Source: an optimization exercise on an open RTL-to-GDS flow (aim: small area). Production flows keep margins and buffers that such runs may drop.
Where RTL was checked, it was by simulation tests only, not by an equivalence proof against the original.
Power is estimated from default activity; no workload was simulated.

==> run A <==
Design Hq2x, start of the top module:
module Hq2x #(parameter LENGTH = 16, parameter HALF_DEPTH = 1, parameter DWIDTH = HALF_DEPTH ? 11 : 23)
(
	input             clk,
	input             ce_in,
	input  [DWIDTH:0] inputpixel,
	input             mono,
	input             disable_hq2x,
	input             reset_frame,
	input             reset_line,
	input             ce_out,
	input       [1:0] read_y,
	input             hblank,
	output [DWIDTH:0] outpixel
);
function [5:0] hq_table;
	input [7:0] idx;
begin
	case (idx)
		8'd0: hq_table = 6'd19;
		8'd1: hq_table = 6'd19;
		8'd2: hq_table = 6'd26;
		8'd3: hq_table = 6'd11;
		8'd4: hq_table = 6'd19;
		8'd5: hq_table = 6'd19;
		8'd6: hq_table = 6'd26;
		8'd7: hq_table = 6'd11;
		8'd8: hq_table = 6'd23;
		8'd9: hq_table = 6'd15;
		8'd10: hq_table = 6'd47;
		8'd11: hq_table = 6'd35;
		8'd12: hq_table = 6'd23;
		8'd13: hq_table = 6'd15;
		8'd14: hq_table = 6'd55;
		8'd15: hq_table = 6'd39;
		8'd16: hq_table = 6'd19;
		8'd17: hq_table = 6'd19;
		8'd18: hq_table = 6'd26;
		8'd19: hq_table = 6'd58;
		8'd20: hq_table = 6'd19;
		8'd21: hq_table = 6'd19;
		8'd22: hq_table = 6'd26;
		8'd23: hq_table = 6'd58;
		8'd24: hq_table = 6'd23;
		8'd25: hq_table = 6'd15;
		8'd26: hq_table = 6'd35;
		8'd27: hq_table = 6'd35;
		8'd28: hq_table = 6'd23;
		8'd29: hq_table = 6'd15;
		8'd30: hq_table = 6'd7;
		8'd31: hq_table = 6'd35;
		8'd32: hq_table = 6'd19;
		8'd33: hq_table = 6'd19;
		8'd34: hq_table = 6'd26;
		8'd35: hq_table = 6'd11;
		8'd36: hq_table = 6'd19;
		8'd37: hq_table = 6'd19;
		8'd38: hq_table = 6'd26;
		8'd39: hq_table = 6'd11;
		8'd40: hq_table = 6'd23;
		8'd41: hq_table = 6'd15;
		8'd42: hq_table = 6'd55;
		8'd43: hq_table = 6'd39;
		8'd44: hq_table = 6'd23;
		8'd45: hq_table = 6'd15;
		8'd46: hq_table = 6'd51;
		8'd47: hq_table = 6'd43;
		8'd48: hq_table = 6'd19;
		8'd49: hq_table = 6'd19;
		8'd50: hq_table = 6'd26;
		8'd51: hq_table = 6'd58;
		8'd52: hq_table = 6'd19;
  ...
make LEC_CHECK=0 CAP_MARGIN=20 CORE_MARGIN=2 CORE_UTILIZATION=65 CTS_BUF_LIST=sky130_fd_sc_hd__clkbuf_16 CTS_CLUSTER_DIAMETER=90 CTS_CLUSTER_SIZE=27 PLACE_DENSITY=0.75 SLEW_MARGIN=20 finish   # period 8.0 ns
run.sh (not shown) runs the stock make flow with config.mk's settings and CLKGATE_MAP_FILE= SYNTH_SCRIPT=/design/flow/synth_recipe.tcl, a recipe that flattens the netlist after the stock synthesis.
==> run Z (differences from run A) <==
--- a/flow/design.v
+++ b/flow/design.v
@@ -271,55 +271,41 @@
 		8'd252: hq_table = 6'd23;
 		8'd253: hq_table = 6'd15;
 		8'd254: hq_table = 6'd7;
 		8'd255: hq_table = 6'd43;
 		default: hq_table = 6'd0;
 	endcase
 end
 endfunction
-function [1:0] diff2;
+function diff12;
 	input [11:0] p1;
 	input [11:0] p2;
 	reg [4:0] Lp, Hp, Mp;
 	reg [5:0] T;
 	reg [6:0] S, U, V;
 	reg [2:0] rp, rn;
-	reg y_in, u_in, v_in, m_in, u_in_r, v_in_r, m_in_r;
+	reg y_in, u_in, v_in, m_in;
 begin
 	Lp = {1'b0, p1[3:0]}  + {1'b0, ~p2[3:0]};      
 	Mp = {1'b0, p1[7:4]}  + {1'b0, ~p2[7:4]};      
 	Hp = {1'b0, p1[11:8]} + {1'b0, ~p2[11:8]};     
 	T = {1'b0, Lp} + {1'b0, Hp};                   
 	S = {1'b0, T} + {2'b00, Mp};                   
 	U = {2'b00, Lp} + {2'b00, ~Hp};                
 	V = {1'b0, Mp, 1'b0} + {1'b0, ~T};             
 	y_in = (S >= 7'd34) && (S <= 7'd56);
-	u_in   = ((U >= 7'd30) && (U <= 7'd32)) || (U == 7'd29 && p2[0] && !p2[8] && !p1[0] && p1[8]);
-	u_in_r = ((U >= 7'd30) && (U <= 7'd32)) || (U == 7'd33 && p1[0] && !p1[8] && !p2[0] && p2[8]);
+	u_in = ((U >= 7'd30) && (U <= 7'd32)) || (U == 7'd29 && p2[0] && !p2[8] && !p1[0] && p1[8]);
 	rp = {p2[4], 1'b0} + p1[0] + p1[8];
 	rn = {p1[4], 1'b0} + p2[0] + p2[8];
-	v_in   = ((V >= 7'd61) && (V <= 7'd65)) || (V == 7'd60 && rp >= rn + 3'd3);
-	v_in_r = ((V >= 7'd61) && (V <= 7'd65)) || (V == 7'd66 && rn >= rp + 3'd3);
-	m_in   = ((Mp >= 5'd12) && (Mp <= 5'd18)) ||
-	         (Mp == 5'd11 && p1[3:1] >= p2[3:1]) ||
-	         (Mp == 5'd19 && p1[3:1] <  p2[3:1]);
-	m_in_r = ((Mp >= 5'd12) && (Mp <= 5'd18)) ||
-	         (Mp == 5'd11 && p1[3:1] >  p2[3:1]) ||
-	         (Mp == 5'd19 && p1[3:1] <= p2[3:1]);
-	diff2 = mono ? {!m_in, !m_in_r} : {!(y_in && u_in && v_in), !(y_in && u_in_r && v_in_r)};
-end
-endfunction
-function diff12;
-	input [11:0] p1;
-	input [11:0] p2;
-	reg [1:0] d;
-begin
-	d = diff2(p1, p2);
-	diff12 = d[1];
+	v_in = ((V >= 7'd61) && (V <= 7'd65)) || (V == 7'd60 && rp >= rn + 3'd3);
+	m_in = ((Mp >= 5'd12) && (Mp <= 5'd18)) ||
+	       (Mp == 5'd11 && p1[3:1] >= p2[3:1]) ||
+	       (Mp == 5'd19 && p1[3:1] <  p2[3:1]);
+	diff12 = mono ? !m_in : !(y_in && u_in && v_in);
 end
 endfunction
 function [7:0] wsum;
 	input [2:0] typ;
 	input [3:0] n1;
 	input [3:0] n2;
 	input [3:0] n3;
 	reg [4:0] m;
@@ -337,39 +323,31 @@
 end
 endfunction
 function [3:0] topn;
 	input [7:0] s;
 begin
 	topn = s[7:4] + ({1'b0, s[7:4]} + {1'b0, s[3:0]} >= 5'd16);
 end
 endfunction
-reg [11:0] Prev0, Prev1, Prev2, Curr0, Curr1, Next0, Next1;
-wire [11:0] Curr2, Next2;
+reg [11:0] Prev0, Prev1, Prev2, Curr0, Curr1, Curr2, Next0, Next1, Next2;
 reg [11:0] A, B, D, F, G, H;
-reg  [7:0] nextpatt;
+reg  [7:0] pattern, nextpatt;
 reg  [1:0] cyc;
 reg  curbuf;
 reg  prevbuf;
-wire [11:0] in1 = (~&offs) ? inputpixel : Next2;   
-wire [1:0] du = diff2((cyc == 1) ? Curr0 : (cyc == 3) ? Curr2 : Curr1, (cyc == 2) ? Prev2 : Prev1);
-wire [1:0] dv = diff2((cyc == 3) ? Curr2 : Curr1, (cyc == 1) ? in1 : (cyc == 2) ? Curr2 : Next1);
-reg pB, pH, pIf, pIr, pDBf, pDBr, pC, pFf, pFr;    
-reg rA, rG, rD, rIf, rIr;                           
-reg zflag;                                          
-wire pA = !zflag && rA;
-wire pG = !zflag && rG;
-wire pD = !zflag && rD;
-wire [7:0] newpatt = {pIf, pH, pG, pFf, pD, pC, pB, pA};
+wire diff0 = diff12(Curr1, (cyc == 0) ? Prev0 : (cyc == 1) ? Curr0 : (cyc == 2) ? Prev2 : Next1);
+wire diff1 = diff12(Curr1, (cyc == 0) ? Prev1 : (cyc == 1) ? Next0 : (cyc == 2) ? Curr2 : Next2);
+wire [7:0] new_pattern = {diff1, diff0, pattern[7:2]};
 wire [11:0] X = (cyc == 0) ? A : (cyc == 1) ? Prev1 : (cyc == 2) ? Next1 : G;
-wire [7:0] nextpatt_nx = (cyc == 3) ? newpatt :
+wire [7:0] nextpatt_nx = (cyc == 3) ?
+	{new_pattern[7:6], new_pattern[3], new_pattern[5], new_pattern[2], new_pattern[4], new_pattern[1:0]} :
 	{nextpatt[5], nextpatt[3], nextpatt[0], nextpatt[6], nextpatt[1], nextpatt[7], nextpatt[4], nextpatt[2]};
 reg [3:0] bl_rule;    
-reg x_bd, x_db, x_bf, x_fb, x_hd, x_dh, x_fh, x_hf;
-wire is_diff = (bl_rule == 4'd15) ? x_hd : (bl_rule == 4'd14) ? x_bf : x_bd;
+wire is_diff = diff12((bl_rule == 4'd15) ? H : B, (bl_rule == 4'd14) ? F : D);
 reg  [2:0] btyp0;
 reg [11:0] bi20, bi30;
 always @(*) begin
 	case({!is_diff, bl_rule})
 		1,11,12,13,17: begin btyp0 = 3'd3; bi20 = X; bi30 = X; end
 		      2,14,18: begin btyp0 = 3'd3; bi20 = D; bi30 = D; end
 		      3,15,19: begin btyp0 = 3'd3; bi20 = B; bi30 = B; end
 		   4,20,24,27: begin btyp0 = 3'd1; bi20 = D; bi30 = B; end
@@ -378,69 +356,55 @@
 		        25,29: begin btyp0 = 3'd4; bi20 = D; bi30 = B; end
 		           26: begin btyp0 = 3'd5; bi20 = D; bi30 = B; end
 		           28: begin btyp0 = 3'd3; bi20 = D; bi30 = B; end
 		           30: begin btyp0 = 3'd2; bi20 = B; bi30 = D; end
 		           31: begin btyp0 = 3'd2; bi20 = D; bi30 = B; end
 		      default: begin btyp0 = 3'd3; bi20 = Curr0; bi30 = Curr0; end
 	endcase
 end
-wire [7:0] s_hi  = wsum(btyp0, Curr0[11:8], bi20[11:8], bi30[11:8]);
-wire [7:0] s_mid = wsum(btyp0, Curr0[7:4],  bi20[7:4],  bi30[7:4]);
-wire [7:0] s_lo  = wsum(btyp0, Curr0[3:0],  bi20[3:0],  bi30[3:0]);
+reg  [2:0] btyp;
+reg [11:0] bi1, bi2, bi3;
+wire [7:0] s_hi  = wsum(btyp, bi1[11:8], bi2[11:8], bi3[11:8]);
+wire [7:0] s_mid = wsum(btyp, bi1[7:4],  bi2[7:4],  bi3[7:4]);
+wire [7:0] s_lo  = wsum(btyp, bi1[3:0],  bi2[3:0],  bi3[3:0]);
 wire [11:0] blend_now = mono ? {4'b0000, s_mid + {4'b0000, s_lo[7:4]}}
                              : {topn(s_hi), topn(s_mid), topn(s_lo)};
-reg [11:0] bl1, bl2, bl3, blend_result;
+reg [11:0] bl2, bl3, blend_result;
 reg [11:0] ibuf0 [0:LENGTH-2];
 reg [11:0] ibuf1 [0:LENGTH-2];
 function [11:0] rd_in;
 	input sel;
 	input [3:0] a;
 	reg [11:0] v0, v1;
 begin
 	v0 = ibuf0[(a == 4'd15) ? 4'd14 : a];
 	v1 = ibuf1[(a == 4'd15) ? 4'd14 : a];
 	rd_in = sel ? v1 : v0;
 end
 endfunction
-assign Curr2 = rd_in(curbuf, offs);
-assign Next2 = rd_in(!curbuf, offs);
 reg [47:0] obuf [0:2*LENGTH-3];
 reg  [4:0] read_x;
 reg  [4:0] wrout_addr;
-reg        wrout_en, wrout_en_d;
-reg [47:0] wrdata;           
-reg [11:0] blend_result_d;
-reg  [1:0] cyc_d;
-reg        ce_in_d;
-reg  [4:0] raddr;
+reg        wrout_en;
+reg [47:0] wrdata;
+reg [47:0] q;
 reg [23:0] outpixel_x2;
 assign outpixel = read_x[0] ? outpixel_x2[23:12] : outpixel_x2[11:0];
-reg [47:0] q;
+wire [3:0] rpos = read_x[4:1];
+reg [47:0] q_nx;
 integer qi;
 always @(*) begin
-	q = 48'd0;
+	q_nx = 48'd0;
 	for (qi = 0; qi < 2*LENGTH-2; qi = qi + 1)
-		if (raddr == qi) q = q | obuf[qi];
+		if (rpos == qi[4:1] && read_y[1] == qi[0]) q_nx = q_nx | obuf[qi];
 end
 always @(posedge clk) begin
-	raddr <= {read_x[4:1], read_y[1]};
-	wrout_en_d <= wrout_en;
-	blend_result_d <= blend_result;
-	cyc_d <= cyc;
-	ce_in_d <= ce_in;
-	if (ce_in_d) begin
-		case(cyc_d)
-			0: wrdata[11:0]  <= blend_result_d;
-			1: wrdata[23:12] <= blend_result_d;
-			2: wrdata[47:36] <= blend_result_d;
-			3: wrdata[35:24] <= blend_result_d;
-		endcase
-	end
-	if (wrout_en_d && wrout_addr < 5'd30) obuf[wrout_addr] <= wrdata;
+	q <= q_nx;
+	if (wrout_en && wrout_addr < 5'd30) obuf[wrout_addr] <= wrdata;
 	if(ce_out) begin
 		if(read_x[0]) outpixel_x2 <= read_y[0] ? q[47:24] : q[23:0];
 		if(~hblank & ~&read_x) read_x <= read_x + 1'd1;
 		if(hblank) read_x <= 0;
 	end
 end
 reg [3:0] offs;
 reg old_reset_line;
@@ -449,68 +413,65 @@
 reg [4:0] waddr;
 wire line_start  = old_reset_line && ~reset_line;
 wire frame_start = line_start && old_reset_frame && ~reset_frame;
 wire curbuf_next = frame_start ? 1'b0 : line_start ? ~curbuf : curbuf;
 always @(posedge clk) begin
 	wrout_en <= 0;
 	if(ce_in) begin
 		bl_rule <= disable_hq2x ? 4'd0 : hq_table(nextpatt_nx) >> 2;
-		bl1 <= blend_now;
-		bl2 <= bl1;
+		btyp <= btyp0; bi1 <= Curr0; bi2 <= bi20; bi3 <= bi30;
+		bl2 <= blend_now;
 		bl3 <= bl2;
 		blend_result <= bl3;
+		case(cyc)
+			0: wrdata[11:0]  <= blend_result;
+			1: wrdata[23:12] <= blend_result;
+			2: wrdata[47:36] <= blend_result;
+			3: wrdata[35:24] <= blend_result;
+		endcase
 		wrdata_finished <= wrdata_finished << 1;
 		if(wrdata_finished[3]) begin
 			wrout_en <= 1;
 			wrout_addr <= waddr;
 		end
 		if(~&offs) begin
 			if (cyc == 1) begin
 				Prev2 <= rd_in(prevbuf, offs);
+				Curr2 <= rd_in(curbuf, offs);
+				Next2 <= inputpixel;
 				if (curbuf_next) ibuf0[offs] <= inputpixel;
 				else             ibuf1[offs] <= inputpixel;
 			end
 			if(cyc==3) begin
 				offs <= offs + 1'd1;
 				waddr <= {offs, curbuf};
 				wrdata_finished[0] <= 1;
 			end
 		end
-		case (cyc)
-			0: begin pB <= du[1]; pH <= dv[1]; end
-			1: begin {pDBf, pDBr} <= du; {pIf, pIr} <= dv; end
-			2: begin pC <= du[1]; {pFf, pFr} <= dv; end
-			default: begin
-				rA <= du[1]; rG <= dv[1]; rD <= pFr; {rIf, rIr} <= {pIf, pIr};
-			end
-		endcase
-		if (line_start) zflag <= 1'b1;
-		else if (cyc == 3) zflag <= 1'b0;
+		pattern <= new_pattern;
 		if(cyc==3) begin
-			nextpatt <= newpatt;
+			nextpatt <= {new_pattern[7:6], new_pattern[3], new_pattern[5], new_pattern[2], new_pattern[4], new_pattern[1:0]};
 			{A, G} <= {Prev0, Next0};
 			{B, F, H, D} <= {Prev1, Curr2, Next1, Curr0};
-			{x_db, x_bd, x_dh, x_hd, x_fb, x_bf, x_fh, x_hf} <= {pDBf, pDBr, !zflag && rIf, !zflag && rIr, du, dv};
 			{Prev0, Prev1} <= {Prev1, Prev2};
 			{Curr0, Curr1} <= {Curr1, Curr2};
 			{Next0, Next1} <= {Next1, Next2};
 		end else begin
 			nextpatt <= {nextpatt[5], nextpatt[3], nextpatt[0], nextpatt[6], nextpatt[1], nextpatt[7], nextpatt[4], nextpatt[2]};
 			{B, F, H, D} <= {F, H, D, B};
-			{x_bd, x_db, x_bf, x_fb, x_hd, x_dh, x_fh, x_hf} <= {x_fb, x_bf, x_fh, x_hf, x_db, x_bd, x_hd, x_dh};
 		end
 		cyc <= cyc + 1'b1;
 		if(line_start) begin
 			old_reset_frame <= reset_frame;
 			offs <= 0;
 			cyc <= 0;
 			curbuf <= ~curbuf;
 			prevbuf <= curbuf;
-			{Prev0, Prev1, Prev2, Curr0, Curr1, Next0, Next1} <= '0;
+			{Prev0, Prev1, Prev2, Curr0, Curr1, Curr2, Next0, Next1, Next2} <= '0;
 			if(old_reset_frame & ~reset_frame) begin
 				curbuf <= 0;
 				prevbuf <= 0;
 			end
 		end
 		old_reset_line  <= reset_line;
 	end
 end
Settings changed: CORE_UTILIZATION 65 to 75, CTS_CLUSTER_DIAMETER 90 to 100, CTS_CLUSTER_SIZE 27 to 30, PLACE_DENSITY 0.75 to 0.85.
==> run K (differences from run A) <==
Settings changed: CORE_UTILIZATION 65 to 70, CTS_CLUSTER_SIZE 27 to 28, PLACE_DENSITY 0.75 to 0.8.
==> run P (differences from run A) <==
--- a/flow/design.v
+++ b/flow/design.v
@@ -337,38 +337,33 @@
 end
 endfunction
 function [3:0] topn;
 	input [7:0] s;
 begin
 	topn = s[7:4] + ({1'b0, s[7:4]} + {1'b0, s[3:0]} >= 5'd16);
 end
 endfunction
-reg [11:0] Prev0, Prev1, Prev2, Curr0, Curr1, Next0, Next1;
-wire [11:0] Curr2, Next2;
+reg [11:0] Prev0, Prev1, Prev2, Curr0, Curr1, Curr2, Next0, Next1, Next2;
 reg [11:0] A, B, D, F, G, H;
-reg  [7:0] nextpatt;
+reg  [7:0] pattern, nextpatt;
 reg  [1:0] cyc;
 reg  curbuf;
 reg  prevbuf;
-wire [11:0] in1 = (~&offs) ? inputpixel : Next2;   
-wire [1:0] du = diff2((cyc == 1) ? Curr0 : (cyc == 3) ? Curr2 : Curr1, (cyc == 2) ? Prev2 : Prev1);
-wire [1:0] dv = diff2((cyc == 3) ? Curr2 : Curr1, (cyc == 1) ? in1 : (cyc == 2) ? Curr2 : Next1);
-reg pB, pH, pIf, pIr, pDBf, pDBr, pC, pFf, pFr;    
-reg rA, rG, rD, rIf, rIr;                           
-reg zflag;                                          
-wire pA = !zflag && rA;
-wire pG = !zflag && rG;
-wire pD = !zflag && rD;
-wire [7:0] newpatt = {pIf, pH, pG, pFf, pD, pC, pB, pA};
+wire diff0 = diff12(Curr1, (cyc == 0) ? Prev0 : (cyc == 1) ? Curr0 : (cyc == 2) ? Prev2 : Next1);
+wire diff1 = diff12(Curr1, (cyc == 0) ? Prev1 : (cyc == 1) ? Next0 : (cyc == 2) ? Curr2 : Next2);
+wire [7:0] new_pattern = {diff1, diff0, pattern[7:2]};
 wire [11:0] X = (cyc == 0) ? A : (cyc == 1) ? Prev1 : (cyc == 2) ? Next1 : G;
-wire [7:0] nextpatt_nx = (cyc == 3) ? newpatt :
+wire [7:0] nextpatt_nx = (cyc == 3) ?
+	{new_pattern[7:6], new_pattern[3], new_pattern[5], new_pattern[2], new_pattern[4], new_pattern[1:0]} :
 	{nextpatt[5], nextpatt[3], nextpatt[0], nextpatt[6], nextpatt[1], nextpatt[7], nextpatt[4], nextpatt[2]};
 reg [3:0] bl_rule;    
 reg x_bd, x_db, x_bf, x_fb, x_hd, x_dh, x_fh, x_hf;
+reg t_db, t_bd, t_dh, t_hd, t_fb, t_bf;
+wire [1:0] rd = diff2((cyc[1] ? Curr2 : Curr0), (cyc[0] ? Next1 : Prev1));
 wire is_diff = (bl_rule == 4'd15) ? x_hd : (bl_rule == 4'd14) ? x_bf : x_bd;
 reg  [2:0] btyp0;
 reg [11:0] bi20, bi30;
 always @(*) begin
 	case({!is_diff, bl_rule})
 		1,11,12,13,17: begin btyp0 = 3'd3; bi20 = X; bi30 = X; end
 		      2,14,18: begin btyp0 = 3'd3; bi20 = D; bi30 = D; end
 		      3,15,19: begin btyp0 = 3'd3; bi20 = B; bi30 = B; end
@@ -396,18 +391,16 @@
 	input [3:0] a;
 	reg [11:0] v0, v1;
 begin
 	v0 = ibuf0[(a == 4'd15) ? 4'd14 : a];
 	v1 = ibuf1[(a == 4'd15) ? 4'd14 : a];
 	rd_in = sel ? v1 : v0;
 end
 endfunction
-assign Curr2 = rd_in(curbuf, offs);
-assign Next2 = rd_in(!curbuf, offs);
 reg [47:0] obuf [0:2*LENGTH-3];
 reg  [4:0] read_x;
 reg  [4:0] wrout_addr;
 reg        wrout_en, wrout_en_d;
 reg [47:0] wrdata;           
 reg [11:0] blend_result_d;
 reg  [1:0] cyc_d;
 reg        ce_in_d;
@@ -461,56 +454,55 @@
 		wrdata_finished <= wrdata_finished << 1;
 		if(wrdata_finished[3]) begin
 			wrout_en <= 1;
 			wrout_addr <= waddr;
 		end
 		if(~&offs) begin
 			if (cyc == 1) begin
 				Prev2 <= rd_in(prevbuf, offs);
+				Curr2 <= rd_in(curbuf, offs);
+				Next2 <= inputpixel;
 				if (curbuf_next) ibuf0[offs] <= inputpixel;
 				else             ibuf1[offs] <= inputpixel;
 			end
 			if(cyc==3) begin
 				offs <= offs + 1'd1;
 				waddr <= {offs, curbuf};
 				wrdata_finished[0] <= 1;
 			end
 		end
+		pattern <= new_pattern;
 		case (cyc)
-			0: begin pB <= du[1]; pH <= dv[1]; end
-			1: begin {pDBf, pDBr} <= du; {pIf, pIr} <= dv; end
-			2: begin pC <= du[1]; {pFf, pFr} <= dv; end
-			default: begin
-				rA <= du[1]; rG <= dv[1]; rD <= pFr; {rIf, rIr} <= {pIf, pIr};
-			end
+			0: {t_db, t_bd} <= rd;
+			1: {t_dh, t_hd} <= rd;
+			2: {t_fb, t_bf} <= rd;
+			default: ;
 		endcase
-		if (line_start) zflag <= 1'b1;
-		else if (cyc == 3) zflag <= 1'b0;
 		if(cyc==3) begin
-			nextpatt <= newpatt;
+			nextpatt <= {new_pattern[7:6], new_pattern[3], new_pattern[5], new_pattern[2], new_pattern[4], new_pattern[1:0]};
 			{A, G} <= {Prev0, Next0};
 			{B, F, H, D} <= {Prev1, Curr2, Next1, Curr0};
-			{x_db, x_bd, x_dh, x_hd, x_fb, x_bf, x_fh, x_hf} <= {pDBf, pDBr, !zflag && rIf, !zflag && rIr, du, dv};
+			{x_db, x_bd, x_dh, x_hd, x_fb, x_bf, x_fh, x_hf} <= {t_db, t_bd, t_dh, t_hd, t_fb, t_bf, rd};
 			{Prev0, Prev1} <= {Prev1, Prev2};
 			{Curr0, Curr1} <= {Curr1, Curr2};
 			{Next0, Next1} <= {Next1, Next2};
 		end else begin
 			nextpatt <= {nextpatt[5], nextpatt[3], nextpatt[0], nextpatt[6], nextpatt[1], nextpatt[7], nextpatt[4], nextpatt[2]};
 			{B, F, H, D} <= {F, H, D, B};
 			{x_bd, x_db, x_bf, x_fb, x_hd, x_dh, x_fh, x_hf} <= {x_fb, x_bf, x_fh, x_hf, x_db, x_bd, x_hd, x_dh};
 		end
 		cyc <= cyc + 1'b1;
 		if(line_start) begin
 			old_reset_frame <= reset_frame;
 			offs <= 0;
 			cyc <= 0;
 			curbuf <= ~curbuf;
 			prevbuf <= curbuf;
-			{Prev0, Prev1, Prev2, Curr0, Curr1, Next0, Next1} <= '0;
+			{Prev0, Prev1, Prev2, Curr0, Curr1, Curr2, Next0, Next1, Next2} <= '0;
 			if(old_reset_frame & ~reset_frame) begin
 				curbuf <= 0;
 				prevbuf <= 0;
 			end
 		end
 		old_reset_line  <= reset_line;
 	end
 end
Settings changed: CTS_CLUSTER_DIAMETER 90 to 100, CTS_CLUSTER_SIZE 27 to 30.
==> run summary <==
- Die area, lowest first: run Z, run K, run A, run P.
- The lowest final cell count belongs to run K, the highest to run P.
- Register-to-register slack: run P < run K < run A < run Z.
- In run Z the area after synthesis is higher than in run P, by about 1.1%.
- Between run A and run K, the lower via count is in run A (gap about 1.6%, measured against run K).
- In run A the flip-flop and latch count is lower than in run P, by 21.
- Between run P and run Z, the lower clock-buffer cell count is in run Z (gap 1).
- Of run A and run Z, run Z has the higher synthesized cell count (gap 6.1%, measured against run Z).
- The lowest maximum frequency belongs to run P, the highest to run Z.
- Critical path depth: run P is higher than run Z (2).
==> figures <==
quantity	run K	run A	run P	run Z
Result of the run	timing/DRC/antenna clean	timing/DRC/antenna clean	timing/DRC/antenna clean	timing/DRC/antenna clean
Final worst-path setup slack	0.449 ns	0.523 ns	0.401 ns	0.908 ns
Clock network share of area	0.0276	0.0294	0.0255	0.0255
Critical path endpoint	bl1[9]	bl1[9]	bl1[2]	bl_rule[2]
Final area over synthesized area	1.065x	1.068x	1.060x	1.060x
Global-route track usage on met2	0.602	0.570	0.555	0.656
Power per cell area	258 mW/mm²	259 mW/mm²	261 mW/mm²	251 mW/mm²
DR WL met3	35,300 µm	29,900 µm	28,100 µm	38,100 µm
Final critical path time including I/O delays and setup	7.55 ns	7.48 ns	7.60 ns	7.09 ns
First-pass GRT wire length	345,000 µm	344,000 µm	343,000 µm	360,000 µm
Capture point of the worst reg-to-reg path	bl1[9]	bl1[9]	bl1[2]	bl_rule[2]
Maximum number of pins on one net before global-route repair	70	66	83	85
Setup Skew	0.0511 ns	0.0765 ns	0.0514 ns	0.0344 ns
Fraction of area in registers	0.698	0.696	0.691	0.694
Start point of the critical path	bl_rule[3]	bl_rule[3]	bl_rule[2]	cyc[0]
Mapped Cells	5,311	5,311	5,604	5,654
Clock sink count	2,162	2,162	2,183	2,223
Top achievable clock speed	132 MHz	134 MHz	132 MHz	141 MHz
Cell area reported after detailed placement	0.0901 mm²	0.0902 mm²	0.0921 mm²	0.0930 mm²
Number of tap instances	1,637	1,768	1,781	1,612
Source of the worst register-to-register timing path	bl_rule[3]	bl_rule[3]	bl_rule[2]	cyc[0]
Only the layout flow was run in run P; the RTL was not checked for function there.

## afterwards: timing with drivers on the ports
The results above use ideal ports. As a check the final layouts listed here were re-extracted and re-timed, cells and wires unchanged.
Step 1 (the two cells are an assumption about what drives the block):
set clk [get_ports {clk}]
set_driving_cell -lib_cell sky130_fd_sc_hd__clkbuf_16 $clk
set_driving_cell -lib_cell sky130_fd_sc_hd__buf_2 [delete_from_list [all_inputs] $clk]
Step 2, shift: input delay + t, output delay - t, t = (earliest + latest rising clock arrival at the registers) / 2. This alone moves slack from input paths to output paths.
Three values: no drivers, after step 1, after step 2; two values: the first two.
run	shift t [ns]	setup slack, ns	worst setup path at the end	slew at the worst register clock pin (ns)
run A	0.822	0.523 / 0.523 / 0.523	register to register	0.12 / 0.12
run Z	0.804	0.908 / 0.908 / 0.908	register to register	0.12 / 0.12
run K	0.809	0.449 / 0.449 / 0.449	register to register	0.11 / 0.11
run P	0.805	0.401 / 0.401 / 0.401	register to register	0.12 / 0.12
After both steps every run listed still meets setup and hold.
